From an optimization exercise on the open Yosys and OpenROAD flow, aimed at small area; shortcuts taken in it are not production practice.
Function was checked by simulation only, so behaviour that the tests miss may differ from the original.
No driver is modelled on the clock port, so clocking that relies on it looks cheaper here than on a real chip.
Power is estimated from default activity; no workload was simulated.

==> flow/design.v (excerpt) <==
module fir(data_out, out_enable, data_in, sample_enable, coef_enable, error, clk, reset);
For scale: ~630 cells after synthesis, roughly 76 flip-flops, ~30 I/O pins, ~9100 µm² of cells after synthesis.
export LEC_CHECK = 0
export CAP_MARGIN = 20
export CELL_PAD_IN_SITES_DETAIL_PLACEMENT = 1
export CELL_PAD_IN_SITES_GLOBAL_PLACEMENT = 1
export CORE_MARGIN = 2
export CORE_UTILIZATION = 40
export GPL_TIMING_DRIVEN = 0
export SLEW_MARGIN = 20
export SYNTH_HIERARCHICAL = 1
create_clock -name core_clock -period 12.0 [get_ports {clk}]
standard.sh (not shown) runs the stock make flow with config.mk's settings and CLKGATE_MAP_FILE= SYNTH_SCRIPT=/design/flow/synth_recipe.tcl, a recipe that flattens the netlist after the stock synthesis.
==> flow/flow/run.sh <==
#!/bin/bash
# The standard layout with these changes: port buffers chosen per direction
# (flow/pre_gpl.tcl), global placement that is not timing driven, only
# small buffers for the resizer (flow/small_bufs.tcl), a clock tree of
# clock buffers without dummy balancing loads, and cells downsized where
# timing allows after clock tree synthesis (flow/post_cts.tcl).
set -uo pipefail
here=$(pwd)
bash standard.sh synth > standard_synth.log 2>&1 || exit 1
bash standard.sh \
  "DONT_BUFFER_PORTS=1" \
  "PRE_GLOBAL_PLACE_TCL=$here/flow/pre_gpl.tcl" \
  "PRE_RESIZE_TCL=$here/flow/small_bufs.tcl" \
  "PRE_CTS_TCL=$here/flow/small_bufs.tcl" \
  "POST_CTS_TCL=$here/flow/post_cts.tcl" \
  "PRE_GLOBAL_ROUTE_TCL=$here/flow/small_bufs.tcl" \
  "CTS_ARGS=-sink_clustering_enable -repair_clock_nets -buf_list sky130_fd_sc_hd__clkbuf_4 -root_buf sky130_fd_sc_hd__clkbuf_8 -dont_use_dummy_load" \
  finish > standard_make.log 2>&1
Other scripts of this flow, unchanged in this note and not shown: flow/flow/post_cts.tcl, flow/flow/pre_gpl.tcl, flow/flow/small_bufs.tcl
The first run ran to the end with no violations.
Then changed:
--- a/flow/design.v
+++ b/flow/design.v
@@ -760,38 +760,38 @@
 	wire s635;
 	wire k635;
 	wire s636;
 	wire k636;
 	wire s637;
 	wire k637;
 	wire s638;
 	wire k638;
 	wire s639;
-	wire k639;
 	wire s640;
 	wire s641;
 	wire s642;
 	wire s643;
 	wire s644;
 	wire s645;
 	wire s646;
 	wire s647;
 	wire s648;
 	wire s649;
-	wire s650;
-	wire s651;
+	wire o650;
+	wire o651;
 	wire o652;
 	wire o653;
 	wire o654;
 	wire o655;
 	wire o656;
 	wire o657;
 	wire o658;
+	wire o659;
 	fir_ha u0 (c4[1], c4[0], s0, k0);
 	fir_fa u1 (c4[2], c4[1], k0, s1, k1);
 	fir_fa u2 (c4[3], c4[2], k1, s2, k2);
 	fir_fa u3 (c4[4], c4[3], k2, s3, k3);
 	fir_fa u4 (c4[5], c4[4], k3, s4, k4);
 	fir_fa u5 (c4[6], c4[5], k4, s5, k5);
 	fir_fa u6 (c4[7], c4[6], k5, s6, k6);
 	fir_ha u7 (c4[7], k6, s7, k7);
 	assign e8 = (data_in[0]) & ~(data_in[1]);
@@ -1266,40 +1266,40 @@
 	fir_fa u630 (k617, s629, k618, s630, k630);
 	fir_fa u631 (s630, k619, k620, s631, k631);
 	fir_fa u632 (p181, p273, p365, s632, k632);
 	fir_fa u633 (p457, p89, k621, s633, k633);
 	fir_fa u634 (k622, k623, k624, s634, k634);
 	fir_fa u635 (s632, s633, k625, s635, k635);
 	fir_fa u636 (k626, s634, s635, s636, k636);
 	fir_fa u637 (k627, k628, s636, s637, k637);
 	fir_fa u638 (k629, s637, k630, s638, k638);
-	fir_xor u639 (s638, k631, s639);
-	fir_or v639 (s638, k631, k639);
-	fir_xor u640 (p183, p275, s640);
-	fir_xor u641 (p367, p459, s641);
-	fir_xor u642 (p91, s640, s642);
-	fir_xor u643 (s641, k632, s643);
-	fir_xor u644 (s642, k633, s644);
-	fir_xor u645 (s643, k634, s645);
-	fir_xor u646 (s644, s645, s646);
-	fir_xor u647 (k635, s646, s647);
-	fir_xor u648 (k636, s647, s648);
-	fir_xor u649 (s648, k637, s649);
-	fir_xor u650 (s649, k638, s650);
-	fir_xnor u651 (s650, k639, s651);
-	assign o652 = ~s461;
-	assign o653 = ~s464;
-	assign o654 = ~s470;
-	assign o655 = ~s489;
-	assign o656 = ~s518;
-	assign o657 = ~s574;
-	assign o658 = ~s631;
-	assign data_out = {s651, s639, o658, s620, s607, s591, o657, s555, s536, o656, s502, o655, s478, o654, o653, o652};
+	fir_xor u639 (p183, p275, s639);
+	fir_xor u640 (p367, p459, s640);
+	fir_xor u641 (p91, s639, s641);
+	fir_xor u642 (s640, k632, s642);
+	fir_xor u643 (s641, k633, s643);
+	fir_xor u644 (s642, k634, s644);
+	fir_xor u645 (s643, s644, s645);
+	fir_xor u646 (k635, s645, s646);
+	fir_xor u647 (k636, s646, s647);
+	fir_xor u648 (s647, k637, s648);
+	fir_xor u649 (s648, k638, s649);
+	assign o650 = ~s461;
+	assign o651 = ~s464;
+	assign o652 = ~s470;
+	assign o653 = ~s489;
+	assign o654 = ~s518;
+	assign o655 = ~s574;
+	assign o656 = ~s631;
+	assign o657 = ~s638;
+	assign o658 = o657 ^ ~k631;
+	assign o659 = s649 ^ (~k631 & o657);
+	assign data_out = {o659, o658, o656, s620, s607, s591, o655, s555, s536, o654, s502, o653, s478, o652, o651, o650};
 endmodule
 module fir_fa(input a, input b, input c, output s, output co);
 	assign s = a ^ b ^ c;
 	assign co = (a & b) | (c & (a ^ b));
 endmodule
 module fir_sel3(output y, input s1, input a1, input s2, input a2, input s3, input a3);
 	assign y = ~((s1 & a1) | (s2 & a2) | (s3 & a3));
 endmodule
 module fir_sel2(output y, input s1, input a1, input s2, input a2);
- final cell count is unchanged
- count of clock-buffer cells in the layout does not change
- register-to-register slack gains 0.05 ns
- routed wire length falls by 0.72%
- die area is about the same
- total power stays flat
- clock skew barely changes
- sequential power barely changes
- worst setup slack gains 0.21 ns
- non-clock buffer count falls by 1
- synthesized cell count stays flat
- utilization barely changes
- sequential share of layout area is about the same

## afterwards: timing with drivers on the ports
How much do the figures lean on ideal ports? The routed layouts below were timed once more, with nothing changed but the port constraints.
Step 1, drivers: a clkbuf_16 drives clk and a buf_2 each remaining input, both assumed.
Step 2 moves the port delays by t, midway between the first and last clock arrival at a register: inputs arrive t later, outputs are due t later. That takes back most of the time a late clock gives input paths.
Slacks: ideal ports / drivers / drivers and shift; pairs: ideal ports / drivers.
| run | t, ns | slack for setup (ns) | slew at the worst register clock pin (ns) | worst data-port slew with drivers (ns) | pins driven straight from the clock port |
|---|---|---|---|---|---|
| the first run | 0.394 | 0.426 / 0.385 / 0.671 | 0.08 / 0.08 | 0.03 | 1 |
| the second run | 0.401 | 0.634 / 0.593 / 0.682 | 0.08 / 0.08 | 0.03 | 1 |
After both steps setup and hold are still met in every run listed.
